This is an optimization exercise on Yosys and OpenROAD, whose aim is a short achievable clock period and few clock cycles, not a production implementation. Function was checked by simulation only, so behaviour that the tests miss may differ from the original. Power is estimated from default activity; no workload was simulated.

### flow/config.mk
export PLATFORM = sky130hd
export DESIGN_NAME = riscvmulti
export DESIGN_NICKNAME = riscvmulti
export VERILOG_FILES = /design/flow/design.v
export SDC_FILE = /design/flow/constraint.sdc
export NUM_CORES = 4
export LEC_CHECK = 0
export ABC_CLOCK_PERIOD_IN_PS = 2500
export CAP_MARGIN = 20
export CORE_MARGIN = 2
export CORE_UTILIZATION = 30
export PLACE_DENSITY = 0.45
export SETUP_SLACK_MARGIN = 5
export SLEW_MARGIN = 20
### flow/constraint.sdc
create_clock -name core_clock -period 9.0 [get_ports {clk}]
set_input_delay 1.8000 -clock core_clock [delete_from_list [all_inputs] [get_ports {clk}]]
set_output_delay 1.8000 -clock core_clock [all_outputs]
set_load 0.01 [all_outputs]
### flow/run.sh
#!/bin/bash
# synth_recipe.tcl (not shown) runs the flow's synth.tcl, then flattens the netlist and writes it again
# the make line also repeats each setting of config.mk as NAME=value (left out here)
make -C /OpenROAD-flow-scripts/flow DESIGN_CONFIG=/design/flow/config.mk WORK_HOME=/design/flow/orfs CLKGATE_MAP_FILE= SYNTH_SCRIPT=/design/flow/synth_recipe.tcl finish
### flow/design.v
module riscvmulti(input  logic        clk, reset,
                  output logic        MemWrite,
                  output logic [31:0] Adr, WriteData,
                  input  logic [31:0] ReadData);
  localparam logic [6:0] OP_R = 7'b0110011, OP_I = 7'b0010011, OP_LW = 7'b0000011,
                         OP_SW = 7'b0100011, OP_BEQ = 7'b1100011, OP_JAL = 7'b1101111;
  localparam int NC = 16;    
  logic [11:2] fa;                  
  logic        id_v;                
  logic [31:0] ir, id_pc;
  logic [31:0] pcn;                 
  logic        ex_v;                
  logic [31:0] ex_a, ex_b, ex_sd, ex_tgt;    
  logic [4:0]  ex_rd;
  logic        ex_wr, ex_sub, ex_and, ex_or, ex_slt, ex_ld, ex_st, ex_br;
  logic        m_v;                 
  logic [31:0] m_adr;
  logic        mm_wr, mm_ld;        
  logic [4:0]  mm_rd;
  logic [31:0] mm_res;
  logic        w_v;                 
  logic [4:0]  w_rd;
  logic [31:0] w_d;
  logic [31:1][31:0] rf;
  logic [NC-1:0]       ic_v;
  logic [NC-1:0][11:6] ic_tag;
  logic [NC-1:0][31:0] ic_dat;
  logic          cs_hit, cf_hit, fa_seq, fa_same;
  logic [31:0]   cs_dat, cf_dat;
  logic [31:0] ex_sum, ex_res;
  logic        ex_eq, ex_taken;
  assign ex_sum = ex_a + ex_b + {31'b0, ex_sub};
  always_comb begin
    if (ex_and)      ex_res = ex_a & ex_b;
    else if (ex_or)  ex_res = ex_a | ex_b;
    else if (ex_slt) ex_res = {31'b0, ex_sum[31]};
    else             ex_res = ex_sum;
  end
  assign ex_eq    = (ex_a == ex_b);
  assign ex_taken = ex_v & ex_br & ex_eq;
  logic [6:0]  op;
  logic [4:0]  rs1, rs2, rd;
  logic [2:0]  f3;
  logic        is_r, is_i, is_lw, is_sw, is_beq, is_jal, is_jmp, is_alu;
  logic        d_sub, d_and, d_or, d_slt;
  logic [31:0] imm_i, imm_s, imm_b, imm_j, tgt_b, tgt_j, pc4, succ;
  logic [31:0] rv1, rv2o, rv2, bo;
  logic        stall, id_go;
  assign op  = ir[6:0];
  assign rd  = ir[11:7];
  assign f3  = ir[14:12];
  assign rs1 = ir[19:15];
  assign rs2 = ir[24:20];
  assign is_r   = (op == OP_R);
  assign is_i   = (op == OP_I);
  assign is_lw  = (op == OP_LW);
  assign is_sw  = (op == OP_SW);
  assign is_beq = (op == OP_BEQ);
  assign is_jal = (op == OP_JAL);
  assign is_jmp = is_jal | (is_beq & (rs1 == rs2));    
  assign is_alu = is_r | is_i;
  assign d_slt  = is_alu & (f3 == 3'b010);
  assign d_sub  = (is_r & ir[30] & (f3 == 3'b000)) | d_slt;
  assign d_and  = is_alu & (f3 == 3'b111);
  assign d_or   = is_alu & (f3 == 3'b110);
  assign imm_i = {{20{ir[31]}}, ir[31:20]};
  assign imm_s = {{20{ir[31]}}, ir[31:25], ir[11:7]};
  assign imm_b = {{20{ir[31]}}, ir[7], ir[30:25], ir[11:8], 1'b0};
  assign imm_j = {{12{ir[31]}}, ir[19:12], ir[20], ir[30:21], 1'b0};
  assign tgt_b = id_pc + imm_b;
  assign tgt_j = id_pc + imm_j;
  assign pc4   = id_pc + 32'd4;
  assign succ  = ~is_jmp ? pc4 : is_jal ? tgt_j : tgt_b;    
  logic byp1_ex, byp2_ex, byp1_mm, byp2_mm, byp1_w, byp2_w;
  assign byp1_ex = ex_v & ex_wr & (ex_rd == rs1);
  assign byp2_ex = ex_v & ex_wr & (ex_rd == rs2);
  assign byp1_mm = mm_wr & (mm_rd == rs1);
  assign byp2_mm = mm_wr & (mm_rd == rs2);
  assign byp1_w  = w_v & (w_rd == rs1);
  assign byp2_w  = w_v & (w_rd == rs2);
  always_comb begin
    if (rs1 == 5'd0)  rv1 = 32'b0;
    else if (byp1_ex) rv1 = ex_res;
    else if (byp1_mm) rv1 = mm_res;
    else if (byp1_w)  rv1 = w_d;
    else              rv1 = rf[rs1];
    if (rs2 == 5'd0)  rv2o = 32'b0;
    else if (byp2_mm) rv2o = mm_res;
    else if (byp2_w)  rv2o = w_d;
    else              rv2o = rf[rs2];
    rv2 = byp2_ex ? ex_res : rv2o;
    if (is_jal)             bo = 32'd4;
    else if (is_sw)         bo = imm_s;
    else if (is_i | is_lw)  bo = d_sub ? ~imm_i : imm_i;
    else if (byp2_ex)       bo = d_sub ? ~ex_res : ex_res;
    else                    bo = d_sub ? ~rv2o : rv2o;
  end
  logic use1, use2;
  assign use1  = is_alu | is_lw | is_sw | (is_beq & ~is_jmp);
  assign use2  = is_r | is_sw | (is_beq & ~is_jmp);
  assign stall = id_v & (((ex_v & ex_ld & (ex_rd != 5'd0)) &
                          ((use1 & (ex_rd == rs1)) | (use2 & (ex_rd == rs2)))) |
                         (mm_ld & ((use1 & (mm_rd == rs1)) | (use2 & (mm_rd == rs2)))));
  assign id_go = id_v & ~stall & ~ex_taken;            
  logic        m_next, c_hit, fetch, take, f_jal, f_jmp;
  logic [31:0] fw;
  logic [11:2] fa_nx;
  assign m_next = ex_v & (ex_ld | ex_st);              
  assign c_hit  = (fa_seq & cs_hit) | (fa_same & cf_hit);
  assign fetch  = (~m_v | c_hit) & ~stall;
  assign fw     = ~m_v ? ReadData : fa_seq ? cs_dat : cf_dat;
  assign take   = fetch & ~ex_taken;                   
  assign f_jal  = (fw[6:0] == OP_JAL);
  assign f_jmp  = f_jal | ((fw[6:0] == OP_BEQ) & (fw[19:15] == fw[24:20]));
  logic [11:2] f_tj, f_tb;
  assign f_tj   = fa + {fw[20], fw[30:22]};
  assign f_tb   = fa + {fw[7], fw[30:25], fw[11:9]};
  logic s_br, s_j, s_b, s_seq, s_hold;
  assign s_br   = ex_taken;
  assign s_j    = take & f_jal;
  assign s_b    = take & ~f_jal & f_jmp;
  assign s_seq  = take & ~f_jmp;
  assign s_hold = ~take & ~ex_taken;
  assign fa_nx  = ({10{s_br}} & ex_tgt[11:2]) | ({10{s_j}} & f_tj) | ({10{s_b}} & f_tb) |
                  ({10{s_seq}} & (fa + 10'd1)) | ({10{s_hold}} & fa);
  assign Adr = m_v ? m_adr : {20'b0, fa, 2'b0};
  logic [11:2] s;
  logic        cs_h, cf_h;
  assign s    = fa + 10'd1;
  assign cs_h = ic_v[s[5:2]] & (ic_tag[s[5:2]] == s[11:6]) & ~(MemWrite & (m_adr[11:2] == s));
  assign cf_h = ic_v[fa[5:2]] & (ic_tag[fa[5:2]] == fa[11:6]) & ~(MemWrite & (m_adr[11:2] == fa));
  always_ff @(posedge clk, posedge reset)
    if (reset) begin
      fa       <= '0;
      mm_wr    <= 1'b0;
      mm_ld    <= 1'b0;
      w_v      <= 1'b0;
      id_v     <= 1'b0;
      ex_v     <= 1'b0;
      m_v      <= 1'b0;
      MemWrite <= 1'b0;
      ic_v     <= '0;
      fa_seq   <= 1'b0;
      fa_same  <= 1'b0;
      pcn      <= 32'b0;
    end else begin
      fa    <= fa_nx;
      mm_wr <= ex_v & ex_wr;
      mm_ld <= ex_v & ex_ld & (ex_rd != 5'd0);
      w_v   <= mm_wr | mm_ld;
      if (ex_taken)   id_v <= 1'b0;
      else if (take)  id_v <= 1'b1;
      else if (id_go) id_v <= 1'b0;
      ex_v     <= id_go & (is_alu | is_lw | is_sw | (is_beq & ~is_jmp) | is_jal);
      m_v      <= m_next;
      MemWrite <= ex_v & ex_st;
      fa_seq   <= take & ~f_jmp;
      fa_same  <= ~take & ~ex_taken;
      if (ex_taken)  pcn <= ex_tgt;
      else if (id_v) pcn <= succ;
      if (~m_v)
        ic_v[fa[5:2]] <= 1'b1;
      else if (MemWrite & (ic_tag[m_adr[5:2]] == m_adr[11:6]))
        ic_v[m_adr[5:2]] <= 1'b0;
    end
  always_ff @(posedge clk) begin
    if (take) begin
      ir    <= fw;
      id_pc <= id_v ? succ : pcn;
    end
    if (~m_v) begin
      ic_tag[fa[5:2]] <= fa[11:6];
      ic_dat[fa[5:2]] <= ReadData;
    end
    cs_hit <= cs_h;
    cs_dat <= ic_dat[s[5:2]];
    cf_hit <= cf_h | ~m_v;                  
    cf_dat <= ~m_v ? ReadData : ic_dat[fa[5:2]];
    begin
      ex_a   <= is_jal ? id_pc : rv1;
      ex_b   <= bo;
      ex_sd  <= rv2;
      ex_tgt <= tgt_b;
      ex_rd  <= rd;
      ex_wr  <= (is_alu | is_jal) & (rd != 5'd0);
      ex_sub <= d_sub;
      ex_and <= d_and;
      ex_or  <= d_or;
      ex_slt <= d_slt;
      ex_ld  <= is_lw;
      ex_st  <= is_sw;
      ex_br  <= is_beq & ~is_jmp;
    end
    m_adr     <= ex_sum;
    WriteData <= ex_sd;
    mm_rd     <= ex_rd;
    mm_res    <= ex_res;
    w_rd      <= mm_rd;
    w_d       <= mm_ld ? ReadData : mm_res;
  end
  always_ff @(posedge clk)
    for (int r = 1; r < 32; r++)
      if (w_v & (w_rd == 5'(r))) rf[r] <= w_d;
endmodule
==> results of run 1 <==
final timing paths:
path / endpoint / slack [ns] / cells after the start
worst min register to register: WriteData[20] / 0.30 / 0
min in group asynchronous: ic_v[11] / 1.22 / 2
worst min-delay path: WriteData[20] / 0.30 / 0
worst max register to register: ex_b[26] / 4.94 / 14
worst max-delay path: Adr[7] / 4.83 / 6
max in group asynchronous: m_v / 6.48 / 3
state kept, by name, summed over array words and instances (netlist names), 5 cells and up:
name and cells:
WriteData 32, cf_dat 32, cs_dat 32, ex_a 32
ex_b 32, ex_rd 5, ex_sd 32, ex_tgt 32
fa 10, ic_dat 512, ic_tag 96, ic_v 16
id_pc 32, ir 32, m_adr 32, mm_rd 5
mm_res 32, pcn 32, rf 992, w_d 32
w_rd 5
area by class of cell:
class	count	area, µm²	share of cell area, %
clock inverters	114	1250	0.990
well taps	4773	5970	4.74
multi-input cells	4699	47800	38.0
diodes	9	22.5	0.0179
repair buffers	465	5180	4.11
inverters	168	684	0.544
flip-flops and latches	2076	58600	46.5
clock buffers	319	6430	5.11
layer usage:
| metal | vias up | global-route usage [%] |
|---|---|---|
| met5 | - | 0 |
| li1 | 30648 | - |
| met4 | 8 | 9.82 |
| met3 | 747 | 4.09 |
| met2 | 4079 | 37.0 |
| met1 | 40304 | 32.1 |
worst reg2reg max path, delay by kind of cell, from the launching register on:
kind	cells	cell delay [ns]
XOR/XNOR	1	0.25
buffers and inverters	4	1.05
flip-flops	1	0.49
AO/OA/AOI/OAI	5	1.12
AND/OR/NAND/NOR	4	0.95
kinds of logic (layout without fill, tap and decap cells):
family                   count (synthesis)  after routing  share of synthesized area [%]
AO/OA/AOI/OAI                         1593           1593                           10.6
XOR/XNOR                               218            218                           1.79
adder cells (fa/ha/maj)                151            151                           1.80
buffers and inverters                  825           1066                           3.13
flip-flops                            2076           2076                           54.3
multiplexers                          1257           1257                           22.4
other                                    0              9                              0
AND/OR/NAND/NOR                       1478           1480                           6.09
synthesized netlist by cell type (all sizes together) (24+ instances only):
| cell | number | share of area [%] |
|---|---|---|
| ha | 144 | 1.7 |
| clkbuf | 420 | 1.5 |
| xnor2 | 131 | 1.1 |
| a211oi | 35 | 0.25 |
| inv | 164 | 0.57 |
| a21oi | 317 | 1.5 |
| a31oi | 76 | 0.44 |
| and2 | 47 | 0.27 |
| a311oi | 25 | 0.20 |
| o22ai | 40 | 0.23 |
| buf | 237 | 1.1 |
| xor2 | 87 | 0.73 |
| mux2 | 235 | 2.5 |
| nor2 | 335 | 1.2 |
| o211ai | 30 | 0.21 |
| mux2i | 121 | 1.1 |
| nand4 | 43 | 0.25 |
| a32o | 158 | 1.5 |
| nand3 | 157 | 0.73 |
| o221ai | 26 | 0.21 |
| a21o | 47 | 0.33 |
| nand2b | 27 | 0.16 |
| dfxtp | 345 | 6.4 |
| dfrtp | 67 | 1.6 |
| a22o | 284 | 2.3 |
| a32oi | 24 | 0.19 |
| mux4 | 901 | 19 |
| and3 | 43 | 0.25 |
| nor3 | 60 | 0.28 |
| nor2b | 30 | 0.17 |
| o21ai | 302 | 1.4 |
| nand2 | 661 | 2.3 |
| edfxtp | 1664 | 46 |
| a22oi | 24 | 0.17 |
repair_timing:
action | 4_1_cts | 5_1_grt
gates resized for setup | 318 | 144
endpoints found under the setup margin | 923 | 315
setup buffers | 76 | 30
gates cloned | 14 | 5
pin swaps | 21 | 16
power by group through the flow:
stage | Sequential (W) | Combinational, W | Clock, W
after floorplan | 0.0150 | 0.00983 | 0
after global placement | 0.0157 | 0.0151 | 0
after detailed placement | 0.0158 | 0.0152 | 0
after CTS | 0.0156 | 0.0158 | 0.00998
after global routing | 0.0159 | 0.0170 | 0.0103
final | 0.0156 | 0.0163 | 0.00982
per-stage QoR:
stage | instance area [µm²] | power (W) | setup slack, ns | std cells
after detailed placement | 115000 | 0.0310 | 2.96 | 12056
after global routing | 126000 | 0.0432 | 4.79 | 12617
after floorplan | 108000 | 0.0248 | 5.00 | 7598
after CTS | 125000 | 0.0414 | 4.63 | 12579
final | 126000 | 0.0417 | 4.83 | 12623
after global placement | 115000 | 0.0308 | 2.89 | 12054
==> impl_results.md, run 1 <==
- Status: complete, no violations
- Critical Path, Cell by Cell: buf_12, buf_8, buf_6, buf_16, mux2_4, buf_8
- Clock-pin slew on the worst setup and hold paths: about 0.060 ns
- Worst slew pin tran: approximately 1.2 ns
- Nets: ~7800
- Relative slew slack: between 10% and 20%
- Largest delay share family, worst path: buffers and inverters
- CP Buf/Inv Count: 5
- Highest Signal Layer: met5
- Power per Cell Area: ~330 nW/µm²
- Worst Path Arrival: approximately 2.4 ns
- Total die area: approximately 360000 µm²
- Drt first pass iters: 6
- Clock Path Buffers: 4
- Slew Limit Fails: 0
- Via count: between 70000 and 80000
- Worst path max stage delay: approximately 0.5 ns
- I/O pins: between 90 and 100
- Fin util: between 30% and 40%
- Worst min-delay path class: register to register
- CP Launch Point: m_v
- Drt wl/cell: 35.0 µm
- Starting DRC count in detailed routing: slightly above 9000
- DP HPWL: 262 mm
- GPL Wtd Cong: a little over 0.9
- Most used cell, CP: buf_8
- Synthesized area: 108000 µm²
- Cells after synthesis: 7598
- GRT overflow: 0
- Fmax: ~240 MHz
- Leakage Power: around 44 nW
- Hold Fails Final Rpt: 0
- Via count of the first global-routing pass: about 75000
- # DRC: 0
- Initial Util: a little under a third
- Kind of start point of the critical path: register
- Met3 WL: 37.0 mm
- Area Overhead vs Synth: 16.7%
- Sw Ratio: 37.6%
- Sequential element share of the synthesized area: 54.3%
- Primary FF master, synth: edfxtp_1
- Largest net degree at the start of global routing: about 150
- Synth async-reset ratio: 3.23%
- Hold Buf Count CTS: 0
- Core footprint: ~360000 µm²
- Psw: between 0.015 and 0.02 W
- Most common cell after layout, fill and taps aside: edfxtp_1
- DR vias/cell: 6.00
- CTS sink cnt: ~2100
- M1 wire length: approximately 180 mm
- Remaining antenna violation count: 0
- Minimum clock period after layout: 4.17 ns
- Number of max-cap violations: 0
- Maximum vdd drop: 0.351 mV
- Synthesized flop and latch total: between 2000 and 2500
- First-pass GRT wire length: 610 mm
- Chip width: roughly 600 µm
- Met2 WL: 200 mm
- WP data required: between 7 and 8 ns
- Clock share of power: about a quarter
- Worst Setup End Kind: output port
- Syn_nets: 7783
- Filler cell count: around 34000
- Most frequent cells in the layout: edfxtp_1, mux4_2, nand2_1
- CTS HTree Levels: 4
- Share of total power in combinational logic: 39.0%
- Port Buffers: 98
- Clk_skew: around 0.068 ns
- Row Count: 220
- Root Driver: clkbuf_16
- RSZ-0062 raised after global routing: true
- Reg2reg start: ir[20]
- CTS Buf Count: around 230
- Final WL: between 400 and 500 mm
- CTS tree: built
- Int Pwr: between 0.02 and 0.03 W
- Worst-skew pair later-pin latency: 0.94 ns
- Setup TNS: 0 ns
- Number of synthesized flops with an enable pin: about 1700
- Crit-path slowest cell: dfrtp_4
- Final setup fails: 0
- Sequential share of power: 37.5%
- Syn avg cell area: approximately 14 µm²
- HP Start: ex_sd[20]
- Ratio of cells with drive above 1 in the final layout: 27.7%
- GRT Overall Usage: 23.5%
- Final period util: a little under half
- Initial antenna violation count: 31
- Die H: slightly above 600 µm
- Warnings, synthesis: 1
- Hold WS: around 0.30 ns
- Critical path class: register to output port
- Worst Path Max Fanout: 4
- Synth unique cells: ~100
Testbench counts, summed over its fixed seeds: cycles 45,481.
==> run 2: changes to the inputs <==
--- a/flow/design.v
+++ b/flow/design.v
@@ -8,2 +8,3 @@
   logic [11:2] fa;                  
+  logic [31:0] adr_q;               
   logic        id_v;                
@@ -11,2 +12,4 @@
   logic [31:0] pcn;                 
+  logic [31:1] s1_oh, s2_oh;
+  logic        b1_ex, b1_mm, b1_w, b2_ex, b2_mm, b2_w;
   logic        ex_v;                
@@ -73,19 +76,21 @@
   assign succ  = ~is_jmp ? pc4 : is_jal ? tgt_j : tgt_b;    
-  logic byp1_ex, byp2_ex, byp1_mm, byp2_mm, byp1_w, byp2_w;
-  assign byp1_ex = ex_v & ex_wr & (ex_rd == rs1);
-  assign byp2_ex = ex_v & ex_wr & (ex_rd == rs2);
-  assign byp1_mm = mm_wr & (mm_rd == rs1);
-  assign byp2_mm = mm_wr & (mm_rd == rs2);
-  assign byp1_w  = w_v & (w_rd == rs1);
-  assign byp2_w  = w_v & (w_rd == rs2);
+  logic [31:0] rf1, rf2;
   always_comb begin
-    if (rs1 == 5'd0)  rv1 = 32'b0;
-    else if (byp1_ex) rv1 = ex_res;
-    else if (byp1_mm) rv1 = mm_res;
-    else if (byp1_w)  rv1 = w_d;
-    else              rv1 = rf[rs1];
-    if (rs2 == 5'd0)  rv2o = 32'b0;
-    else if (byp2_mm) rv2o = mm_res;
-    else if (byp2_w)  rv2o = w_d;
-    else              rv2o = rf[rs2];
+    rf1 = 32'b0;
+    rf2 = 32'b0;
+    for (int k = 1; k < 32; k++) begin
+      rf1 = rf1 | ({32{s1_oh[k]}} & rf[k]);
+      rf2 = rf2 | ({32{s2_oh[k]}} & rf[k]);
+    end
+  end
+  logic byp2_ex;
+  assign byp2_ex = b2_ex;
+  always_comb begin
+    if (b1_ex)        rv1 = ex_res;
+    else if (b1_mm)   rv1 = mm_res;
+    else if (b1_w)    rv1 = w_d;
+    else              rv1 = rf1;
+    if (b2_mm)        rv2o = mm_res;
+    else if (b2_w)    rv2o = w_d;
+    else              rv2o = rf2;
     rv2 = byp2_ex ? ex_res : rv2o;
@@ -112,7 +117,19 @@
   assign take   = fetch & ~ex_taken;                   
-  assign f_jal  = (fw[6:0] == OP_JAL);
-  assign f_jmp  = f_jal | ((fw[6:0] == OP_BEQ) & (fw[19:15] == fw[24:20]));
+  logic [31:0] cw;
+  logic        r_jal, r_jmp, c_jal, c_jmp;
+  logic [11:2] r_tj, r_tb, c_tj, c_tb;
+  assign cw     = fa_seq ? cs_dat : cf_dat;
+  assign r_jal  = (ReadData[6:0] == OP_JAL);
+  assign r_jmp  = r_jal | ((ReadData[6:0] == OP_BEQ) & (ReadData[19:15] == ReadData[24:20]));
+  assign c_jal  = (cw[6:0] == OP_JAL);
+  assign c_jmp  = c_jal | ((cw[6:0] == OP_BEQ) & (cw[19:15] == cw[24:20]));
+  assign r_tj   = fa + {ReadData[20], ReadData[30:22]};
+  assign r_tb   = fa + {ReadData[7], ReadData[30:25], ReadData[11:9]};
+  assign c_tj   = fa + {cw[20], cw[30:22]};
+  assign c_tb   = fa + {cw[7], cw[30:25], cw[11:9]};
+  assign f_jal  = m_v ? c_jal : r_jal;
+  assign f_jmp  = m_v ? c_jmp : r_jmp;
   logic [11:2] f_tj, f_tb;
-  assign f_tj   = fa + {fw[20], fw[30:22]};
-  assign f_tb   = fa + {fw[7], fw[30:25], fw[11:9]};
+  assign f_tj   = m_v ? c_tj : r_tj;
+  assign f_tb   = m_v ? c_tb : r_tb;
   logic s_br, s_j, s_b, s_seq, s_hold;
@@ -125,3 +142,14 @@
                   ({10{s_seq}} & (fa + 10'd1)) | ({10{s_hold}} & fa);
-  assign Adr = m_v ? m_adr : {20'b0, fa, 2'b0};
+  assign Adr = adr_q;
+  logic [4:0]  n1, n2;
+  logic        id_wr;
+  logic [31:1] n1_oh, n2_oh;
+  assign n1    = take ? fw[19:15] : rs1;
+  assign n2    = take ? fw[24:20] : rs2;
+  assign id_wr = (is_alu | is_jal) & (rd != 5'd0);
+  always_comb
+    for (int k = 1; k < 32; k++) begin
+      n1_oh[k] = (n1 == 5'(k));
+      n2_oh[k] = (n2 == 5'(k));
+    end
   logic [11:2] s;
@@ -134,2 +162,3 @@
       fa       <= '0;
+      adr_q    <= 32'b0;
       mm_wr    <= 1'b0;
@@ -147,2 +176,3 @@
       fa    <= fa_nx;
+      adr_q <= m_next ? ex_sum : {20'b0, fa_nx, 2'b0};
       mm_wr <= ex_v & ex_wr;
@@ -166,2 +196,10 @@
   always_ff @(posedge clk) begin
+    s1_oh <= n1_oh;
+    s2_oh <= n2_oh;
+    b1_ex <= id_go & id_wr & (rd == n1);
+    b2_ex <= id_go & id_wr & (rd == n2);
+    b1_mm <= ex_v & ex_wr & (ex_rd == n1);
+    b2_mm <= ex_v & ex_wr & (ex_rd == n2);
+    b1_w  <= (mm_wr | mm_ld) & (mm_rd == n1);
+    b2_w  <= (mm_wr | mm_ld) & (mm_rd == n2);
     if (take) begin
==> flow/flow/run.sh (new file) <==
#!/bin/bash
set -euo pipefail
bash standard.sh SETUP_SLACK_MARGIN=6.5 finish > standard.log 2>&1
==> flow/standard.sh (new file) <==
#!/bin/bash
# synth_recipe.tcl (not shown) runs the flow's synth.tcl, then flattens the netlist and writes it again
# the make line also repeats each setting of config.mk as NAME=value (left out here)
make -C /OpenROAD-flow-scripts/flow DESIGN_CONFIG=/design/flow/config.mk WORK_HOME=/design/flow/orfs CLKGATE_MAP_FILE= SYNTH_SCRIPT=/design/flow/synth_recipe.tcl "${@:-finish}"
--- a/flow/config.mk
+++ b/flow/config.mk
@@ -12,3 +12,2 @@
 export PLACE_DENSITY = 0.45
-export SETUP_SLACK_MARGIN = 5
 export SLEW_MARGIN = 20
removed: flow/run.sh
==> run 2 against run 1 <==
Against the previous run: critical endpoint is now ex_b[28]; largest power group unchanged; sequential share of layout area down 4.9 points; still clean on timing, DRC and antenna; power up 21%; fmax is 15% higher; worst hold slack got worse by 0.0020 ns; largest cell class unchanged.
==> impl_results.md, run 2 <==
- CTS tree: built
- Worst-skew pair later-pin latency: slightly above 1 ns
- Hold Fails Final Rpt: 0
- I/O pins: 99
- Final setup fails: 0
- Share of total power in combinational logic: 47.3%
- Relative slew slack: 18.9%
- Maximum vdd drop: roughly 0.38 mV
- Slew Limit Fails: 0
- Fmax: 275 MHz
- Primary FF master, synth: edfxtp_1
- Via count: between 90000 and 100k
- Chip width: 595 µm
- Starting DRC count in detailed routing: ~15000
- Core footprint: approximately 350000 µm²
- Worst slew pin tran: 1.22 ns
- HP Start: ex_sd[22]
- Worst Setup End Kind: register
- Top cells by count, synth: edfxtp_1, a22o_1, clkbuf_1, mux4_2, nor2_1
- Biggest register: rf
- WP data required: between 9 and 10 ns
- Area post-placement: ~110000 µm²
- Most frequent cell after synthesis: edfxtp_1
- Syn_nets: 8039
- Post-route cell area: around 150000 µm²
- RSZ-0062 raised after global routing: true
- Drt wl/cell: 41.1 µm
- Number of max-cap violations: 0
- Root Driver: clkbuf_16
- Syn avg cell area: 13.3 µm²
- Reg2reg start: ex_b[0]
- Clock-pin slew on the worst setup and hold paths: 0.06 ns
- Die H: just under 600 µm
- Initial antenna violation count: 52
- Area Overhead vs Synth: 38.9%
- Sequential share of power: 32.1%
- Cells after synthesis: between 7000 and 8000
- Minimum clock period after layout: roughly 3.6 ns
- First-pass GRT wire length: between 700 and 800 mm
- Synth unique cells: 99
- Largest cells by area after synthesis: edfxtp_1, mux4_2, dfxtp_1
- GRT overflow: 0
- DR vias/cell: 6.55
- Clock Path Buffers: 4
- GRT Overall Usage: between 30 and 40%
- Initial Util: 30.1%
- Ratio of cells with drive above 1 in the final layout: a little over two fifths
- GPL Wtd Cong: slightly above 0.9
- Total die area: ~350000 µm²
- Final WL: between 500 and 600 mm
- Register area: about 61000 µm²
- Area leader, netlist: edfxtp_1
- Row Count: about 220
- Clock share of power: between 20% and 30%
- Drt first pass iters: 9
- Status: complete, no violations
- Nets: ~9200
- Number of synthesized flops with an enable pin: ~1700
- Share of the synthesized area in the top cell type: a little under half
- Port Buffers: around 100
- Most common cell after layout, fill and taps aside: edfxtp_1
- DP HPWL: approximately 290 mm
- Via count of the first global-routing pass: 85450
- CTS HTree Levels: 4
- Worst min-delay path class: register to register
- CP Launch Point: ex_b[0]
- Int Pwr: between 0.03 and 0.04 W
- Setup TNS: 0 ns
- Worst Path Arrival: about 4.5 ns
- Sw Ratio: 37.2%
- Final period util: between 40% and 50%
- Filler cell count: 31315
- Most frequent cells in the layout: edfxtp_1, buf_4, a22o_1
- Leakage Power: around 53 nW
- Synth async-reset ratio: between 4 and 5%
- Remaining antenna violation count: 0
- Largest net degree at the start of global routing: 178
- Multi-input logic area: ~50000 µm²
- Sequential element share of the synthesized area: 57.4%
- Kind of start point of the critical path: register
- Critical path class: register to register
- # DRC: 0
- CTS sink cnt: between 2000 and 2500
- Synthesized area: roughly 100000 µm²
- Power per Cell Area: approximately 350 nW/µm²
- Synthesized flop and latch total: 2154
- Worst Path Max Fanout: 6
- Clk_skew: roughly 0.15 ns
- Psw: 0.0188 W
- Warnings, synthesis: 1
- CTS Buf Count: 240
- Max FFs per register: roughly 990
[run 2: cell types whose count changed in the layout (fill, tap and decap cells not counted), sizes merged, moves of 125 or more]
cell / previous run / this run
a221oi: 20 / 342
mux2: 235 / 360
nand2: 661 / 391
buf: 359 / 1457
a22oi: 24 / 340
a32o: 158 / 2
mux4: 901 / 408
a22o: 284 / 602
[run 2: power groups by stage]
stage	Sequential [W]	Clock, W	Combinational [W]
floorplan	0.0153	0	0.00927
global route	0.0164	0.0109	0.0246
global placement	0.0162	0	0.0137
finish	0.0162	0.0104	0.0239
detailed placement	0.0163	0	0.0137
CTS	0.0160	0.0105	0.0207
[run 2: path summary, 6_finish.rpt]
path	slack, ns	to	depth (start not counted)
worst max-delay path	5.37	ex_b[28]	15
worst min-delay path	0.30	WriteData[22]	0
worst max register to register	5.37	ex_b[28]	15
worst min register to register	0.30	WriteData[22]	0
max in group asynchronous	6.59	adr_q[17]	3
min in group asynchronous	1.55	fa[5]	2
[run 2: metrics by stage]
stage | power [W] | std cells | hold WS [ns] | util, % | setup slack (ns)
2_1_floorplan | 0.0246 | 7861 | 0.310 | - | 4.84
3_3_place_gp | 0.0298 | 12170 | 0.317 | 32.1 | 2.94
3_5_place_dp | 0.0300 | 12170 | 0.312 | 32.1 | 2.95
4_1_cts | 0.0473 | 13532 | 0.326 | 40.1 | 5.52
5_1_grt | 0.0518 | 13823 | 0.330 | 41.7 | 5.33
6_report | 0.0506 | 13840 | 0.301 | 41.8 | 5.37
[run 2: metal layers]
layer / share of wire (%) / wire (µm) / track usage, % / up-vias
li1: - / - / - / 34357
met5: 0.048 / 273 / 0.0676 / -
met2: 42 / 236000 / 44.2 / 7722
met3: 13 / 73100 / 8.88 / 2194
met1: 37 / 211000 / 39.5 / 46324
met4: 8.4 / 48000 / 19.7 / 38
[run 2: repair_timing]
action                                  in CTS  in global routing
resized for setup                         2531                726
pin swaps                                  565                447
setup buffers                              738                257
cloned                                     174                 22
hold buffers                                 0                  0
endpoints found under the setup margin    1578               1368
[run 2: cell type report]
cell class | count | area share [%]
clock buffers | 315 | 4.50
flip-flops and latches | 2154 | 41.6
repair buffers | 1537 | 13.9
clock inverters | 135 | 1.05
multi-input cells | 4915 | 34.4
inverters | 148 | 0.470
repair inverters | 8 | 0.0747
diodes | 29 | 0.0498
well taps | 4599 | 3.95
[run 2: cells by family after synthesis]
family / after synthesis / share of synthesized area (%)
compound gates: 2312 / 16.5
flops: 2154 / 57.4
simple gates: 1393 / 6.25
mux: 837 / 13.3
buf+inv: 799 / 2.93
xor+xnor: 222 / 1.85
fa+ha+maj: 144 / 1.77
[run 2: critical path, cell delays in order (launching register included)]
cell and delay (ns):
dfxtp_4 0.37, fa_2 0.29, inv_2 0.06, fa_2 0.39
nor2b_2 0.17, o211ai_1 0.12, buf_4 0.17, a31o_4 0.29
a211o_1 0.34, a31oi_4 0.26, nor4b_4 0.26, o32ai_2 0.13
buf_4 0.20, a21oi_4 0.16, a21oi_2 0.09, a21oi_2 0.23
Testbench counts of run 2, summed over its fixed seeds: cycles 45,481.
==> run 3: changes to the inputs <==
==> flow/run.sh (new file) <==
#!/bin/bash
# synth_recipe.tcl (not shown) runs the flow's synth.tcl, then flattens the netlist and writes it again
# the make line also repeats each setting of config.mk as NAME=value (left out here)
make -C /OpenROAD-flow-scripts/flow DESIGN_CONFIG=/design/flow/config.mk WORK_HOME=/design/flow/orfs CLKGATE_MAP_FILE= SYNTH_SCRIPT=/design/flow/synth_recipe.tcl finish
--- a/flow/config.mk
+++ b/flow/config.mk
@@ -12,2 +12,3 @@
 export PLACE_DENSITY = 0.45
+export SETUP_SLACK_MARGIN = 5
 export SLEW_MARGIN = 20
removed: flow/flow/run.sh
removed: flow/standard.sh
==> run 3 against run 2 <==
Against the previous run: setup slack lost 0.44 ns; register-to-register slack got worse by 0.44 ns; still clean; synthesized cell count stayed put; core utilization shrank 6.8 points; largest power group is now registers; sequential share of layout area up 7.9 points; sequential power hardly changed; first-iteration DRC count decreased by 17%; routed wire length shrank 12%; die area unchanged; final cell count fell by 8.0%; power decreased by 18%.
==> impl_results.md, run 3 <==
- Clock-pin slew on the worst setup and hold paths: approximately 0.06 ns
- Warnings, synthesis: 1
- Clock share of power: between 20 and 25%
- Most frequent cell after synthesis: edfxtp_1
- Core footprint: roughly 350000 µm²
- Via count: approximately 82000
- Clock Path Buffers: 4
- Most frequent cells in the layout: edfxtp_1, a22o_1, mux4_2
- Slew Limit Fails: 0
- # DRC: 0
- Port Buffers: 98
- Maximum vdd drop: about 0.32 mV
- DR vias/cell: roughly 6.4
- Synthesized flop and latch total: around 2200
- DP HPWL: between 200 and 300 mm
- Cells after synthesis: a little under 8000
- CTS sink cnt: 2154
- Leakage Power: 41.9 nW
- Filler cell count: 33497
- Nets: between 8000 and 9000
- Number of max-cap violations: 0
- Sequential share of power: slightly below 40%
- GRT overflow: 0
- Via count of the first global-routing pass: 78290
- Initial Util: between 30% and 40%
- Total die area: 355000 µm²
- Ratio of cells with drive above 1 in the final layout: 22.4%
- Root Driver: clkbuf_16
- Final WL: between 400 and 500 mm
- Minimum clock period after layout: between 4 and 5 ns
- RSZ-0062 raised after global routing: true
- Number of synthesized flops with an enable pin: between 1500 and 2000
- Worst min-delay path class: register to register
- Die H: just under 600 µm
- Share of the synthesized area in the top cell type: 47.6%
- Clk_skew: roughly 0.17 ns
- Initial antenna violation count: 45
- I/O pins: 99
- GPL Wtd Cong: 0.905
- Final setup fails: 0
- Critical path class: register to register
- Flop2flop setup slack: slightly below 5 ns
- Worst Path Max Fanout: 23
- Biggest register: rf
- Hold Buf Count CTS: 0
- Status: complete, no violations
- Row Count: roughly 220
- Worst Setup End Kind: register
- Sequential element share of the synthesized area: 57.4%
- Synth async-reset ratio: around 4.6%
- Primary FF master, synth: edfxtp_1
- Int Pwr: around 0.026 W
- Largest net degree at the start of global routing: 147
- Drt wl/cell: just under 40 µm
- Chip width: a little under 600 µm
- Drt first pass iters: 8
- Sw Ratio: 36.3%
- CTS tree: built
- Non-Filler Instances: 12737
- Inst Count DP: 12164
- Share of total power in combinational logic: roughly 36%
- Worst slew pin tran: between 1 and 1.5 ns
- Worst-skew pair later-pin latency: 1.02 ns
- First-pass GRT wire length: between 600 and 700 mm
- Area post-placement: 112000 µm²
- Psw: approximately 0.015 W
- Starting DRC count in detailed routing: approximately 13000
- Setup TNS: 0 ns
- Synthesized area: around 100000 µm²
- Power per Cell Area: approximately 340 nW/µm²
- Kind of start point of the critical path: register
- Fmax: about 250 MHz
- Post-route cell area: about 120000 µm²
- Area leader, netlist: edfxtp_1
- Top cells by count, synth: edfxtp_1, a22o_1, clkbuf_1, mux4_2, nor2_1
- Syn_nets: approximately 8000
- Relative slew slack: under 10%
- Synth unique cells: 99
- GRT Overall Usage: a little over a quarter
- Remaining antenna violation count: 0
- Most common cell after layout, fill and taps aside: edfxtp_1
- Worst Path Arrival: around 4.8 ns
- Max FFs per register: 992
- CTS Buf Count: ~240
- Hold Fails Final Rpt: 0
- Final period util: 45.2%
- Area Overhead vs Synth: 16.2%
- Syn avg cell area: 13.3 µm²
- Largest cells by area after synthesis: edfxtp_1, mux4_2, dfxtp_1
- WP data required: roughly 10 ns
- CTS HTree Levels: 4
## run 3: cell types whose count changed in the layout (fill, tap and decap cells not counted), moves of 71 or more
cell / before / now
buf_6: 369 / 16
a21oi_2: 99 / 16
buf_16: 159 / 4
mux2_4: 125 / 2
nor2_1: 270 / 347
o21ai_0: 64 / 218
o21ai_2: 77 / 3
ha_1: 57 / 128
mux2_2: 235 / 358
a21oi_1: 204 / 335
buf_12: 189 / 12
nand2_1: 276 / 369
clkdlybuf4s50_1: 8 / 89
buf_4: 668 / 300
## run 3: logic make-up after synthesis
kind of cell | after synthesis | synth area share [%]
buf+inv | 799 | 2.93
mux | 837 | 13.3
fa+ha+maj | 144 | 1.77
xor+xnor | 222 | 1.85
simple gates | 1393 | 6.25
compound gates | 2312 | 16.5
flops | 2154 | 57.4
## run 3: path summary, 6_finish.rpt
kind                            startpoint           end  depth (start not counted)
worst max register to register    s2_oh[9]       ex_b[2]                         11
min in group asynchronous            reset     adr_q[22]                          3
worst min-delay path              ex_sd[9]  WriteData[9]                          0
worst min register to register    ex_sd[9]  WriteData[9]                          0
max in group asynchronous            reset      adr_q[8]                          4
worst max-delay path              s2_oh[9]       ex_b[2]                         11
## run 3: what timing repair did
action | CTS | global route
pin swaps | 11 | 14
setup endpoints to repair | 786 | 341
gates cloned | 3 | 3
buffers inserted | 29 | 48
gates resized for setup | 130 | 124
## run 3: power groups by stage
stage                     Sequential (W)  Clock [W]  Combinational, W
final                             0.0161     0.0103            0.0150
after global routing              0.0164     0.0108            0.0157
after CTS                         0.0160     0.0104            0.0144
after detailed placement          0.0163          0            0.0139
after global placement            0.0162          0            0.0138
after floorplan                   0.0153          0           0.00928
## run 3: cell type report
type,count,area [µm²],share of cell area [%]
antenna,31,77.6,0.0636
clock buffer,328,6740,5.52
clock inverter,127,1330,1.09
inverter,148,619,0.508
multi-input combinational,4912,43100,35.4
sequential,2154,60400,49.5
tap,4599,5750,4.72
timing repair buffer,438,3910,3.20
## run 3: per-stage QoR
stage                     power (W)  util, %  setup slack [ns]  hold slack, ns
after floorplan              0.0246        -              4.74           0.310
after global placement       0.0300     32.1              3.03           0.318
after detailed placement     0.0302     32.1              3.17           0.312
after CTS                    0.0409     34.6              4.69           0.326
after global routing         0.0428     34.9              4.91           0.329
final                        0.0414     35.0              4.93           0.319
## run 3: layer usage
layer  global-route usage, %  wire (µm)  vias to the layer above  share of wire [%]
li1                        -          -                    31957                  -
met1                    35.6     195000                    42312                 39
met2                    40.5     217000                     6244                 43
met3                    6.86      53200                     1577                 11
met4                    15.7      34000                       16                6.8
met5                  0.0947        137                        -              0.027
## run 3: worst max-delay path, cell delays in order, from the launching register on
cell      delay, ns
dfxtp_2        0.84
buf_4          0.77
a22o_1         0.30
a221oi_1       0.06
nand4_1        0.16
o32ai_1        0.21
nor2_1         0.19
a21oi_1        0.06
o21ai_0        0.75
mux2i_1        0.21
xnor2_1        0.19
o211ai_1       0.09
==> run 4: changes to the inputs <==
--- a/flow/design.v
+++ b/flow/design.v
@@ -131,13 +131,18 @@
   assign f_jmp  = m_v ? c_jmp : r_jmp;
-  logic [11:2] f_tj, f_tb;
-  assign f_tj   = m_v ? c_tj : r_tj;
-  assign f_tb   = m_v ? c_tb : r_tb;
-  logic s_br, s_j, s_b, s_seq, s_hold;
-  assign s_br   = ex_taken;
-  assign s_j    = take & f_jal;
-  assign s_b    = take & ~f_jal & f_jmp;
-  assign s_seq  = take & ~f_jmp;
-  assign s_hold = ~take & ~ex_taken;
-  assign fa_nx  = ({10{s_br}} & ex_tgt[11:2]) | ({10{s_j}} & f_tj) | ({10{s_b}} & f_tb) |
-                  ({10{s_seq}} & (fa + 10'd1)) | ({10{s_hold}} & fa);
+  logic        tr, tc;
+  logic [11:2] fa1, early_nx, late_nx, late_a;
+  assign tr       = take & ~m_v;                       
+  assign tc       = take & m_v;                        
+  assign fa1      = fa + 10'd1;
+  assign early_nx = ({10{ex_taken}} & ex_tgt[11:2]) |
+                    ({10{tc & c_jal}} & c_tj) | ({10{tc & ~c_jal & c_jmp}} & c_tb) |
+                    ({10{tc & ~c_jmp}} & fa1) | ({10{~take & ~ex_taken}} & fa);
+  assign late_nx  = ({10{tr & r_jal}} & r_tj) | ({10{tr & ~r_jal & r_jmp}} & r_tb) |
+                    ({10{tr & ~r_jmp}} & fa1);
+  assign late_a   = ({10{~m_next & tr & r_jal}} & r_tj) | ({10{~m_next & tr & ~r_jal & r_jmp}} & r_tb) |
+                    ({10{~m_next & tr & ~r_jmp}} & fa1);
+  assign fa_nx    = early_nx | late_nx;
+  logic [31:0] adr_nx;
+  assign adr_nx   = ({32{m_next}} & ex_sum) |
+                    {20'b0, ({10{~m_next}} & early_nx) | late_a, 2'b0};
   assign Adr = adr_q;
@@ -176,3 +181,3 @@
       fa    <= fa_nx;
-      adr_q <= m_next ? ex_sum : {20'b0, fa_nx, 2'b0};
+      adr_q <= adr_nx;
       mm_wr <= ex_v & ex_wr;
==> flow/flow/run.sh (new file) <==
#!/bin/bash
set -euo pipefail
bash standard.sh SETUP_SLACK_MARGIN=6.5 finish > standard.log 2>&1
==> flow/standard.sh (new file) <==
#!/bin/bash
# synth_recipe.tcl (not shown) runs the flow's synth.tcl, then flattens the netlist and writes it again
# the make line also repeats each setting of config.mk as NAME=value (left out here)
make -C /OpenROAD-flow-scripts/flow DESIGN_CONFIG=/design/flow/config.mk WORK_HOME=/design/flow/orfs CLKGATE_MAP_FILE= SYNTH_SCRIPT=/design/flow/synth_recipe.tcl "${@:-finish}"
--- a/flow/config.mk
+++ b/flow/config.mk
@@ -12,3 +12,2 @@
 export PLACE_DENSITY = 0.45
-export SETUP_SLACK_MARGIN = 5
 export SLEW_MARGIN = 20
removed: flow/run.sh
==> run 4 against run 3 <==
Against the previous run: synthesized area rose by 1.1%; still clean on timing, DRC and antenna; count of clock-buffer cells in the layout decreased by 23; first-iteration DRC count increased by 12%; die area up 1.1%; largest power group is now combinational cells; critical path depth stayed put; clock skew shrank 0.045 ns; power is 19% higher; final area up 21%.
==> impl_results.md, run 4 <==
- Synthesized area: roughly 110000 µm²
- CTS Buf Count: ~240
- Biggest register: rf
- Total die area: around 360000 µm²
- Number of max-cap violations: 0
- Chip width: about 600 µm
- Sequential element share of the synthesized area: between 50% and 60%
- Psw: approximately 0.018 W
- RSZ-0062 raised after global routing: true
- Area Overhead vs Synth: 38.8%
- Power per Cell Area: around 330 nW/µm²
- Initial Util: 30.1%
- Synth async-reset ratio: 4.60%
- Cells after synthesis: between 7000 and 8000
- Slew Limit Fails: 0
- Sequential share of power: approximately 33%
- Critical Path, Cell by Cell: ha_4, inv_1, fa_2, and3_4, and3_4, or3_4, nor3_4, nand2_2, mux2i_4, buf_6, a32o_1
- Port Buffers: 98
- Leakage Power: 52.7 nW
- Final period util: about two fifths
- Final WL: roughly 570 mm
- CTS sink cnt: approximately 2200
- Row Count: around 220
- Critical path class: register to register
- Synthesized flop and latch total: approximately 2200
- Minimum clock period after layout: 3.62 ns
- GRT overflow: 0
- Kind of start point of the critical path: register
- Clk_skew: 0.125 ns
- Dpl ws: 2.87 ns
- Fmax: 276 MHz
- Warnings, synthesis: 1
- Worst Setup End Kind: register
- Relative slew slack: 17.3%
- GRT Overall Usage: a little under a third
- Most common cell after layout, fill and taps aside: edfxtp_1
- GPL Wtd Cong: around 0.90
- Area leader, netlist: edfxtp_1
- Via count: approximately 90000
- Via count of the first global-routing pass: about 85000
- Initial antenna violation count: 53
- Most frequent cell after synthesis: edfxtp_1
- Crit-path slowest cell: dfrtp_4
- Int Pwr: approximately 0.031 W
- DP HPWL: 282 mm
- Ratio of cells with drive above 1 in the final layout: a little under half
- Syn_nets: roughly 8100
- Die H: about 600 µm
- Share of the synthesized area in the top cell type: a little under half
- WP data required: approximately 10 ns
- Hold Fails Final Rpt: 0
- Number of synthesized flops with an enable pin: 1664
- Share of total power in combinational logic: between 40% and 50%
- Maximum vdd drop: approximately 0.42 mV
- Core footprint: around 350000 µm²
- Hold Buf Count CTS: 0
- Register area: ~61000 µm²
- Worst path max stage delay: around 0.56 ns
- Worst slew pin tran: around 1.2 ns
- Drt first pass iters: 9
- Status: complete, no violations
- Setup TNS: 0 ns
- Syn avg cell area: 13.4 µm²
- I/O pins: 99
- Drt wl/cell: a little over 40 µm
- Most used cell, CP: and3_4
- Sw Ratio: a little over a third
- Worst Path Max Fanout: 6
- Nets: between 9000 and 10000
- Worst min-delay path class: register to register
- CTS tree: built
- Top cells by count, synth: edfxtp_1, mux2_2, nor2_1, clkbuf_1, mux4_2
- # DRC: 0
- CTS HTree Levels: 4
- Most frequent cells in the layout: edfxtp_1, buf_4, mux4_2
- Filler cell count: between 30000 and 40000
- Fin util: about two fifths
- Primary FF master, synth: edfxtp_1
- Worst-skew pair later-pin latency: roughly 1.0 ns
- DR vias/cell: approximately 6.4
- Clock-pin slew on the worst setup and hold paths: around 0.06 ns
- Fin worst setup slack: roughly 5.4 ns
- Starting DRC count in detailed routing: between 10000 and 15000
- Largest net degree at the start of global routing: ~110
- Final setup fails: 0
- Root Driver: clkbuf_16
- Synth unique cells: 96
- First-pass GRT wire length: roughly 750 mm
- Max FFs per register: roughly 990
- Largest cells by area after synthesis: edfxtp_1, mux4_2, dfxtp_1
- Clock share of power: 21.4%
- Worst Path Arrival: around 4.4 ns
- Multi-input logic area: ~52000 µm²
- Remaining antenna violation count: 0
- Clock Path Buffers: 4
-- run 4: cell types whose count changed in the layout (fill, tap and decap cells not counted), moves of 64 or more --
cell / change
a221oi_1: -90
buf_6: +375
buf_12: +153
a22o_1: -241
o21ai_0: -157
dfxtp_1: -64
a221oi_2: +80
mux2_4: +279
clkdlybuf4s50_1: -81
buf_4: +356
nor2_2: +69
a21oi_2: +84
a21oi_1: -143
buf_16: +163
-- run 4: power groups by stage --
stage                     clock network [W]  registers (W)  logic, W
after floorplan                           0         0.0153   0.00947
after CTS                            0.0106         0.0159    0.0198
after detailed placement                  0         0.0161    0.0137
after global placement                    0         0.0160    0.0137
after global routing                 0.0109         0.0162    0.0233
final                                0.0105         0.0160    0.0226
-- run 4: per-layer routing --
layer	global-route usage (%)	part of all wire (%)	vias up
met4	20.8	9.1	21
met5	0.160	0.048	-
met3	9.03	12	2289
met1	36.8	36	45935
li1	-	-	34314
met2	45.9	43	7437
-- run 4: repair_timing --
item,in CTS,in global routing
gates resized for setup,2353,1026
buffers inserted,676,321
endpoints found under the setup margin,1950,1308
pin swaps,431,469
cloned,156,24
-- run 4: cells by family after synthesis --
group                    synth area share (%)
AO/OA/AOI/OAI                            14.1
AND/OR/NAND/NOR                          6.37
flip-flops                               56.8
adder cells (fa/ha/maj)                  1.93
multiplexers                             15.9
XOR/XNOR                                 2.01
buffers and inverters                    2.84
-- run 4: worst paths after layout --
check                           startpoint            end  slack [ns]  depth (start not counted)
max in group asynchronous            reset        pcn[30]        6.71                          4
min in group asynchronous            reset        ic_v[7]        1.37                          3
worst min register to register   ex_sd[26]  WriteData[26]        0.29                          0
worst max-delay path                 fa[3]     ic_tag[32]        5.38                         11
worst max register to register       fa[3]     ic_tag[32]        5.38                         11
worst min-delay path             ex_sd[26]  WriteData[26]        0.29                          0
-- run 4: worst max-delay path, delay by kind of cell, from the launching register on --
family	cells	cell delay [ns]
and+or+nand+nor	5	1.50
adders and majority gates	2	0.69
DFF	1	0.56
buffers and inverters	2	0.26
muxes	1	0.26
AOI/OAI and AO/OA	1	0.19
-- run 4: layout make-up --
| cell class | instances | area share, % |
|---|---|---|
| clock inverters | 144 | 1.19 |
| flip-flops and latches | 2154 | 41.1 |
| clock buffers | 305 | 4.39 |
| multi-input cells | 4992 | 35.1 |
| diodes | 43 | 0.0731 |
| well taps | 4730 | 4.02 |
| inverters | 162 | 0.518 |
| repair buffers | 1511 | 13.5 |
| repair inverters | 3 | 0.0450 |
-- run 4: per-stage QoR --
| stage | hold WS (ns) | cell area (µm²) | total power, W | instances |
|---|---|---|---|---|
| final | 0.289 | 147000 | 0.0492 | 14044 |
| after floorplan | 0.310 | 107000 | 0.0248 | 7917 |
| after global routing | 0.321 | 147000 | 0.0505 | 14014 |
| after global placement | 0.321 | 113000 | 0.0296 | 12375 |
| after detailed placement | 0.312 | 114000 | 0.0298 | 12375 |
| after CTS | 0.305 | 140000 | 0.0463 | 13656 |
Testbench counts of run 4, summed over its fixed seeds: cycles 45,481.
==> run 5: changes to the inputs <==
--- a/flow/design.v
+++ b/flow/design.v
@@ -17,3 +17,4 @@
   logic [4:0]  ex_rd;
-  logic        ex_wr, ex_sub, ex_and, ex_or, ex_slt, ex_ld, ex_st, ex_br;
+  logic        ex_wr, ex_sub, ex_and, ex_or, ex_slt, ex_ld, ex_st, ex_br, ex_jal, ex_ar;
+  logic [31:0] ex_link;             
   logic        m_v;                 
@@ -34,9 +35,8 @@
   logic        ex_eq, ex_taken;
-  assign ex_sum = ex_a + ex_b + {31'b0, ex_sub};
-  always_comb begin
-    if (ex_and)      ex_res = ex_a & ex_b;
-    else if (ex_or)  ex_res = ex_a | ex_b;
-    else if (ex_slt) ex_res = {31'b0, ex_sum[31]};
-    else             ex_res = ex_sum;
-  end
+  logic [32:0] ex_s33;
+  assign ex_s33 = {ex_a, 1'b1} + {ex_b, ex_sub};
+  assign ex_sum = ex_s33[32:1];
+  assign ex_res = ({32{ex_ar}} & ex_sum) | ({32{ex_and}} & (ex_a & ex_b)) |
+                  ({32{ex_or}} & (ex_a | ex_b)) | {31'b0, ex_slt & ex_sum[31]} |
+                  ({32{ex_jal}} & ex_link);
   assign ex_eq    = (ex_a == ex_b);
@@ -96,4 +96,3 @@
     rv2 = byp2_ex ? ex_res : rv2o;
-    if (is_jal)             bo = 32'd4;
-    else if (is_sw)         bo = imm_s;
+    if (is_sw)         bo = imm_s;
     else if (is_i | is_lw)  bo = d_sub ? ~imm_i : imm_i;
@@ -222,3 +221,6 @@
     begin
-      ex_a   <= is_jal ? id_pc : rv1;
+      ex_a   <= rv1;
+      ex_link <= pc4;
+      ex_jal <= is_jal;
+      ex_ar  <= ~d_and & ~d_or & ~d_slt & ~is_jal;
       ex_b   <= bo;
==> run 5 against run 4 <==
Against the previous run: still clean; final area up 2.1%; non-clock buffer count up 44; register-to-register slack better by 0.15 ns; combinational power up 18%; clock skew down 0.0018 ns; setup slack better by 0.15 ns; core utilization up 0.94 points; routed wire length up 3.1%; sequential power up 4%; via count up 4.8%; sequential share of layout area down 0.40 points; largest power group unchanged; highest routed layer unchanged.
==> impl_results.md, run 5 <==
- Synthesized flop and latch total: between 2000 and 2500
- Worst min-delay path class: register to register
- Leakage Power: ~55 nW
- RSZ-0062 raised after global routing: true
- Synth unique cells: 91
- Synth async-reset ratio: 4.53%
- DP HPWL: roughly 290 mm
- Most common cell after layout, fill and taps aside: edfxtp_1
- DR vias/cell: around 6.6
- Number of synthesized flops with an enable pin: approximately 1700
- Critical path class: register to register
- Dpl ws: 3.68 ns
- Core footprint: approximately 350000 µm²
- Hold Fails Final Rpt: 0
- Row Count: approximately 220
- Hold Buf Count CTS: 0
- CTS HTree Levels: 5
- Nets: roughly 9700
- Worst-skew pair later-pin latency: 0.97 ns
- Sequential element share of the synthesized area: about 58%
- First-pass GRT wire length: around 760 mm
- Power per Cell Area: between 300 and 400 nW/µm²
- Via count of the first global-routing pass: 87321
- Total die area: between 300000 and 400000 µm²
- Final setup fails: 0
- CTS sink cnt: 2187
- Highest Signal Layer: met5
- Number of max-cap violations: 0
- M1 wire length: between 200 and 250 mm
- Area Overhead vs Synth: 42.1%
- Starting DRC count in detailed routing: around 16000
- Remaining antenna violation count: 0
- Biggest register: rf
- Drt first pass iters: 9
- Clock-pin slew on the worst setup and hold paths: 0.07 ns
- Max FFs per register: 992
- GRT Overall Usage: 31.0%
- Primary FF master, synth: edfxtp_1
- Minimum clock period after layout: approximately 3.5 ns
- Worst Path Max Fanout: 6
- Top cells by count, synth: edfxtp_1, nand2_1, o21ai_0, clkbuf_1, dfxtp_1
- Fin worst setup slack: ~5.5 ns
- I/O pins: 99
- Clock Path Buffers: 4
- Via count: about 94000
- Slew Limit Fails: 0
- Worst slew pin tran: between 1 and 1.5 ns
- Fmax: between 200 and 300 MHz
- Root Driver: clkbuf_16
- Syn_nets: 8477
- Share of the synthesized area in the top cell type: 47.2%
- Kind of start point of the critical path: register
- Area post-placement: between 100000 and 150000 µm²
- Chip width: 598 µm
- Worst Setup End Kind: register
- Worst Path Arrival: around 4.3 ns
- GPL Wtd Cong: between 0.9 and 1
- Filler cell count: ~32000
- Syn avg cell area: 12.8 µm²
- Synthesized area: approximately 110000 µm²
- # DRC: 0
- Initial antenna violation count: between 70 and 80
- Most frequent cells in the layout: edfxtp_1, buf_4, mux4_2
- CTS Buf Count: between 200 and 300
- Maximum vdd drop: 0.347 mV
- Clk_skew: between 0.1 and 0.15 ns
- Final period util: roughly two fifths
- Cells after synthesis: between 8000 and 9000
- Hold WS: ~0.32 ns
- Largest net degree at the start of global routing: 92
- WP data required: 9.80 ns
- Setup TNS: 0 ns
- Status: complete, no violations
- Post-route cell area: ~150000 µm²
- Warnings, synthesis: 1
- Final WL: 588 mm
- Drt wl/cell: about 40 µm
- Met2 WL: 244 mm
- Ratio of cells with drive above 1 in the final layout: a little under half
- Largest cells by area after synthesis: edfxtp_1, mux4_2, dfxtp_1
- Die H: approximately 600 µm
- Most frequent cell after synthesis: edfxtp_1
- GRT overflow: 0
- CTS tree: built
- Area leader, netlist: edfxtp_1
- Relative slew slack: 19.6%
- Met3 WL: approximately 82 mm
- Port Buffers: 98
- Initial Util: around 30%
run 5: cell types whose count changed after synthesis, sizes merged, moves of 33 or more:
cell	change
nor2	-118
dfxtp	+33
o21ai	+397
buf	-40
nand2	+381
mux2	-377
clkbuf	+68
run 5: layout make-up:
| cell class | count | area (µm²) | area share [%] |
|---|---|---|---|
| multi-input cells | 5292 | 52900 | 35.2 |
| repair buffers | 1555 | 20800 | 13.8 |
| repair inverters | 6 | 87.6 | 0.0583 |
| well taps | 4620 | 5780 | 3.84 |
| inverters | 175 | 754 | 0.502 |
| clock buffers | 343 | 7230 | 4.81 |
| clock inverters | 133 | 1400 | 0.932 |
| diodes | 49 | 123 | 0.0816 |
| flip-flops and latches | 2187 | 61300 | 40.7 |
run 5: worst paths after layout:
| kind | from | end | slack (ns) | cells past startpoint |
|---|---|---|---|---|
| min in group asynchronous | reset | fa[8] | 1.51 | 3 |
| worst min-delay path | ex_sd[2] | WriteData[2] | 0.32 | 0 |
| worst max register to register | fa_seq | adr_q[8] | 5.53 | 12 |
| worst min register to register | ex_sd[2] | WriteData[2] | 0.32 | 0 |
| worst max-delay path | fa_seq | adr_q[8] | 5.53 | 12 |
| max in group asynchronous | reset | adr_q[0] | 6.69 | 4 |
run 5: power by group:
part           switching [W]  internal (W)  total [W]  leakage [nW]
clock                0.00465       0.00633     0.0110          4.17
combinational         0.0139        0.0127     0.0266          29.3
sequential           0.00246        0.0142     0.0166          21.1
run 5: per-layer routing:
layer,up-vias,track usage [%]
li1,35600,-
met1,47929,39.7
met2,8468,45.1
met3,2323,10.1
met4,28,19.8
met5,-,0
run 5: kinds of logic (layout without fill, tap and decap cells):
family	count (synthesis)	in the layout	synth area share, %
other	0	49	0
xor gates and xnor gates	228	228	1.90
muxes	708	708	12.0
DFF	2187	2187	57.6
adders and majority gates	160	160	1.95
and+or+nand+nor	1735	1751	7.35
buffers and inverters	822	2212	3.01
AOI/OAI and AO/OA	2443	2445	16.2
run 5: what timing repair did:
item,4_1_cts,5_1_grt
buffers inserted,791,241
cloned,157,37
gates resized for setup,2640,1567
endpoints found under the setup margin,1809,1279
pin swaps,605,622
run 5: worst max-delay path: stages, from the launching register on:
cell and delay, ns:
dfrtp_4 0.53, buf_12 0.17, buf_16 0.15, mux2_4 0.37, fa_2 0.39, a21o_1 0.22, a21o_1 0.18, a21o_1 0.17
a21oi_2 0.13, xnor2_1 0.08, a222oi_1 0.43, nand4b_1 0.20, mux2_4 0.29
run 5: through the flow:
stage               util, %  instances  power [W]
CTS                    40.4      14032     0.0494
finish                 42.7      14360     0.0542
detailed placement     32.1      12608     0.0309
floorplan                 -       8283     0.0256
global placement       32.1      12607     0.0307
global route           42.7      14320     0.0554
Testbench counts of run 5, summed over its fixed seeds: cycles 45,481.
==> run 6: changes to the inputs <==
--- a/flow/design.v
+++ b/flow/design.v
@@ -122,8 +122,18 @@
   assign r_jmp  = r_jal | ((ReadData[6:0] == OP_BEQ) & (ReadData[19:15] == ReadData[24:20]));
-  assign c_jal  = (cw[6:0] == OP_JAL);
-  assign c_jmp  = c_jal | ((cw[6:0] == OP_BEQ) & (cw[19:15] == cw[24:20]));
+  logic        cs_jal, cs_jmp, cf_jal, cf_jmp;
+  logic [11:2] cs_tj, cs_tb, cf_tj, cf_tb;
+  assign cs_jal = (cs_dat[6:0] == OP_JAL);
+  assign cs_jmp = cs_jal | ((cs_dat[6:0] == OP_BEQ) & (cs_dat[19:15] == cs_dat[24:20]));
+  assign cf_jal = (cf_dat[6:0] == OP_JAL);
+  assign cf_jmp = cf_jal | ((cf_dat[6:0] == OP_BEQ) & (cf_dat[19:15] == cf_dat[24:20]));
+  assign cs_tj  = fa + {cs_dat[20], cs_dat[30:22]};
+  assign cs_tb  = fa + {cs_dat[7], cs_dat[30:25], cs_dat[11:9]};
+  assign cf_tj  = fa + {cf_dat[20], cf_dat[30:22]};
+  assign cf_tb  = fa + {cf_dat[7], cf_dat[30:25], cf_dat[11:9]};
+  assign c_jal  = fa_seq ? cs_jal : cf_jal;
+  assign c_jmp  = fa_seq ? cs_jmp : cf_jmp;
   assign r_tj   = fa + {ReadData[20], ReadData[30:22]};
   assign r_tb   = fa + {ReadData[7], ReadData[30:25], ReadData[11:9]};
-  assign c_tj   = fa + {cw[20], cw[30:22]};
-  assign c_tb   = fa + {cw[7], cw[30:25], cw[11:9]};
+  assign c_tj   = ({10{fa_seq}} & cs_tj) | ({10{~fa_seq}} & cf_tj);
+  assign c_tb   = ({10{fa_seq}} & cs_tb) | ({10{~fa_seq}} & cf_tb);
   assign f_jal  = m_v ? c_jal : r_jal;
==> run 6 against run 5 <==
Against the previous run: synthesized area increased by 0.93%; via count is 1.3% lower; first-iteration DRC count increased by 4.0%; fmax is 0.71% higher; combinational power decreased by 8%; global-route usage hardly changed; worst hold slack better by 0.0015 ns; core utilization decreased by 0.56 points; setup slack improved by 0.024 ns; power down 3.0%; register-to-register slack improved by 0.08 ns; largest power group unchanged.
==> impl_results.md, run 6 <==
- Largest net degree at the start of global routing: roughly 150
- Via count: about 93000
- Fmax: between 200 and 300 MHz
- Final WL: ~600 mm
- Most frequent cells in the layout: edfxtp_1, buf_4, a22o_1
- Worst min-delay path class: register to register
- Nets: ~9400
- Critical Path, Cell by Cell: buf_6
- Critical path class: register to output port
- Synth Area in Simple Gates: under 10%
- Drt first pass iters: 7
- Maximum vdd drop: approximately 0.38 mV
- Synthesized flop and latch total: about 2200
- Share of total power in combinational logic: between 40% and 50%
- Max FFs per register: approximately 990
- First-pass GRT wire length: 777 mm
- Clk_skew: approximately 0.077 ns
- Row Count: between 200 and 250
- Die H: between 600 and 700 µm
- Crit-path slowest cell: dfrtp_4
- # DRC: 0
- Sequential share of power: a little under a third
- Leakage Power: approximately 55 nW
- Multiplexer area fraction after synthesis: 13.2%
- Synth async-reset ratio: between 4 and 5%
- Initial antenna violation count: slightly above 80
- Syn avg cell area: between 10 and 15 µm²
- DP HPWL: 295 mm
- Worst Setup End Kind: output port
- Status: complete, no violations
- Clock-pin slew on the worst setup and hold paths: around 0.060 ns
- Clock share of power: 21.5%
- Final setup fails: 0
- Hold Fails Final Rpt: 0
- Most frequent cell after synthesis: edfxtp_1
- Drt wl/cell: around 42 µm
- I/O pins: 99
- Synth unique cells: 91
- Area post-placement: approximately 110000 µm²
- Ratio of cells with drive above 1 in the final layout: a little over two fifths
- Worst Path Arrival: approximately 1.7 ns
- Dpl ws: ~3.0 ns
- Primary FF master, synth: edfxtp_1
- Worst Path Max Fanout: 2
- CTS Buf Count: approximately 260
- Initial Util: between 30% and 40%
- CP Buf/Inv Count: 1
- Largest family of logic cells by synthesized area: compound AO/OA/AOI/OAI gates
- Number of synthesized flops with an enable pin: 1664
- Core footprint: 355000 µm²
- GRT overflow: 0
- Top cells by count, synth: edfxtp_1, a22o_1, clkbuf_1, nand2_1, dfxtp_1
- Setup TNS: 0 ns
- Sw Ratio: between 30% and 40%
- Remaining antenna violation count: 0
- DR vias/cell: approximately 6.5
- Area leader, netlist: edfxtp_1
- Power per Cell Area: between 300 and 400 nW/µm²
- Syn_nets: 8255
- Worst path max stage delay: between 0.5 and 0.6 ns
- Synth Area in Adders: roughly 2.1%
- Share of the synthesized area in the top cell type: between 40% and 50%
- Cells after synthesis: 8050
- XOR/XNOR Fraction of Synth Area: under 10%
- Port Buffers: 98
- GRT Overall Usage: 31.0%
- Final period util: between 30% and 40%
- Worst slew pin tran: about 1.2 ns
- GPL Wtd Cong: just over 0.9
- Area Overhead vs Synth: 40.3%
- Fin worst setup slack: between 5 and 6 ns
- Starting DRC count in detailed routing: approximately 17000
- Kind of start point of the critical path: register
- Clock Path Buffers: 4
- CTS sink cnt: roughly 2200
- Int Pwr: roughly 0.033 W
- Largest cells by area after synthesis: edfxtp_1, mux4_2, dfxtp_1
- Via count of the first global-routing pass: slightly below 90000
- Worst-skew pair later-pin latency: around 0.95 ns
- Total die area: 361000 µm²
- Synthesized area: ~110000 µm²
- Biggest register: rf
- Largest delay share family, worst path: flip-flops
- Post-route cell area: 150000 µm²
- Psw: between 0.015 and 0.02 W
- Chip width: between 600 and 700 µm
- Relative slew slack: about a fifth
- Synth Area in Compound Gates: between 10% and 20%
- Most common cell after layout, fill and taps aside: edfxtp_1
- Minimum clock period after layout: 3.45 ns
- WP data required: around 7 ns
- Slew Limit Fails: 0
- CTS tree: built
- Number of max-cap violations: 0
- Sequential element share of the synthesized area: a little under three fifths
- CTS HTree Levels: 5
- Warnings, synthesis: 1
- RSZ-0062 raised after global routing: true
- Root Driver: clkbuf_16
## run 6: cell types whose count changed in the layout (fill, tap and decap cells not counted), sizes merged, moves of 12 or more
cell / before / now
mux2: 243 / 344
nand3: 159 / 147
a22oi: 365 / 349
xnor2: 140 / 160
nor2: 373 / 403
o211ai: 26 / 39
a211oi: 49 / 61
nand2: 807 / 470
diode: 49 / 75
mux2i: 45 / 82
o21ai: 597 / 263
a22o: 359 / 592
## run 6: worst paths after layout
path,cells after the start,from,end,slack [ns]
min in group asynchronous,3,reset,mm_wr,1.45
max in group asynchronous,4,reset,fa_seq,6.65
min,0,ex_sd[0],WriteData[0],0.33
max,1,adr_q[8],Adr[8],5.55
min reg2reg,0,ex_sd[0],WriteData[0],0.33
max reg2reg,14,fa[3],cs_dat[17],5.61
## run 6: routing by layer
layer  GRT usage [%]  vias up  routed length [µm]
li1                -    35131                   -
met1            40.5    47594              220000
met2            45.0     8207              248000
met3            9.28     2108               82200
met4            19.0       42               46700
met5               0        -                 343
## run 6: power by group through the flow
stage,logic (W),registers [W],clock network [W]
after floorplan,0.00956,0.0156,0
after global placement,0.0142,0.0166,0
after detailed placement,0.0143,0.0167,0
after CTS,0.0211,0.0165,0.0113
after global routing,0.0253,0.0168,0.0117
final,0.0246,0.0166,0.0113
## run 6: cell families (layout without fill, tap and decap cells)
logic type / after synthesis / count (layout)
AND/OR/NAND/NOR: 1448 / 1450
buffers and inverters: 808 / 2207
adder cells (fa/ha/maj): 171 / 171
other: 0 / 75
AO/OA/AOI/OAI: 2339 / 2339
multiplexers: 843 / 844
XOR/XNOR: 254 / 254
flip-flops: 2187 / 2187
## run 6: repair_timing
| action | CTS | global route |
|---|---|---|
| resized for setup | 2652 | 801 |
| gates cloned | 161 | 35 |
| pin swaps | 538 | 458 |
| hold buffers | 0 | 0 |
| setup endpoints to repair | 1864 | 1238 |
| hold endpoints to repair | 0 | 0 |
| setup buffers | 780 | 236 |
## run 6: final cells by class
| class | instances | area (µm²) |
|---|---|---|
| diodes | 75 | 188 |
| clock buffers | 341 | 7330 |
| clock inverters | 138 | 1570 |
| fillers | 32078 | 205000 |
| inverters | 155 | 704 |
| multi-input cells | 5058 | 51600 |
| flip-flops and latches | 2187 | 61300 |
| well taps | 4751 | 5940 |
| repair buffers | 1557 | 20900 |
| repair inverters | 16 | 250 |
## run 6: metrics by stage
| stage | std cells | utilization (%) | total power, W | hold slack (ns) |
|---|---|---|---|---|
| 2_1_floorplan | 8050 | - | 0.0252 | 0.310 |
| 3_3_place_gp | 12511 | 32.1 | 0.0308 | 0.317 |
| 3_5_place_dp | 12512 | 32.1 | 0.0310 | 0.312 |
| 4_1_cts | 13932 | 40.4 | 0.0490 | 0.325 |
| 5_1_grt | 14253 | 42.2 | 0.0538 | 0.329 |
| 6_report | 14278 | 42.2 | 0.0525 | 0.326 |
Testbench counts of run 6, summed over its fixed seeds: cycles 45,481.

==> separate check: timing with driven ports <==
The results above use ideal ports. As a check the final layouts listed here were re-extracted and re-timed, cells and wires unchanged.
Step 1 assumes that a clkbuf_16 drives the clock port and a buf_2 every other input.
Step 2, shift: input delay + t, output delay - t, t = (earliest + latest rising clock arrival at the registers) / 2. This alone moves slack from input paths to output paths.
a / b / c = ideal ports / drivers / drivers and shift; a / b = the first two.
run	shift t [ns]	slack for setup (ns)
run 1	1.011	4.835 / 4.731 / 4.032
run 2	1.053	5.369 / 5.369 / 4.442
run 3	1.035	4.934 / 4.934 / 4.106
run 4	1.067	5.378 / 5.378 / 4.533
run 5	1.019	5.528 / 5.528 / 4.679
run 6	1.010	5.553 / 5.448 / 4.776
After both steps every run listed still meets setup and hold.
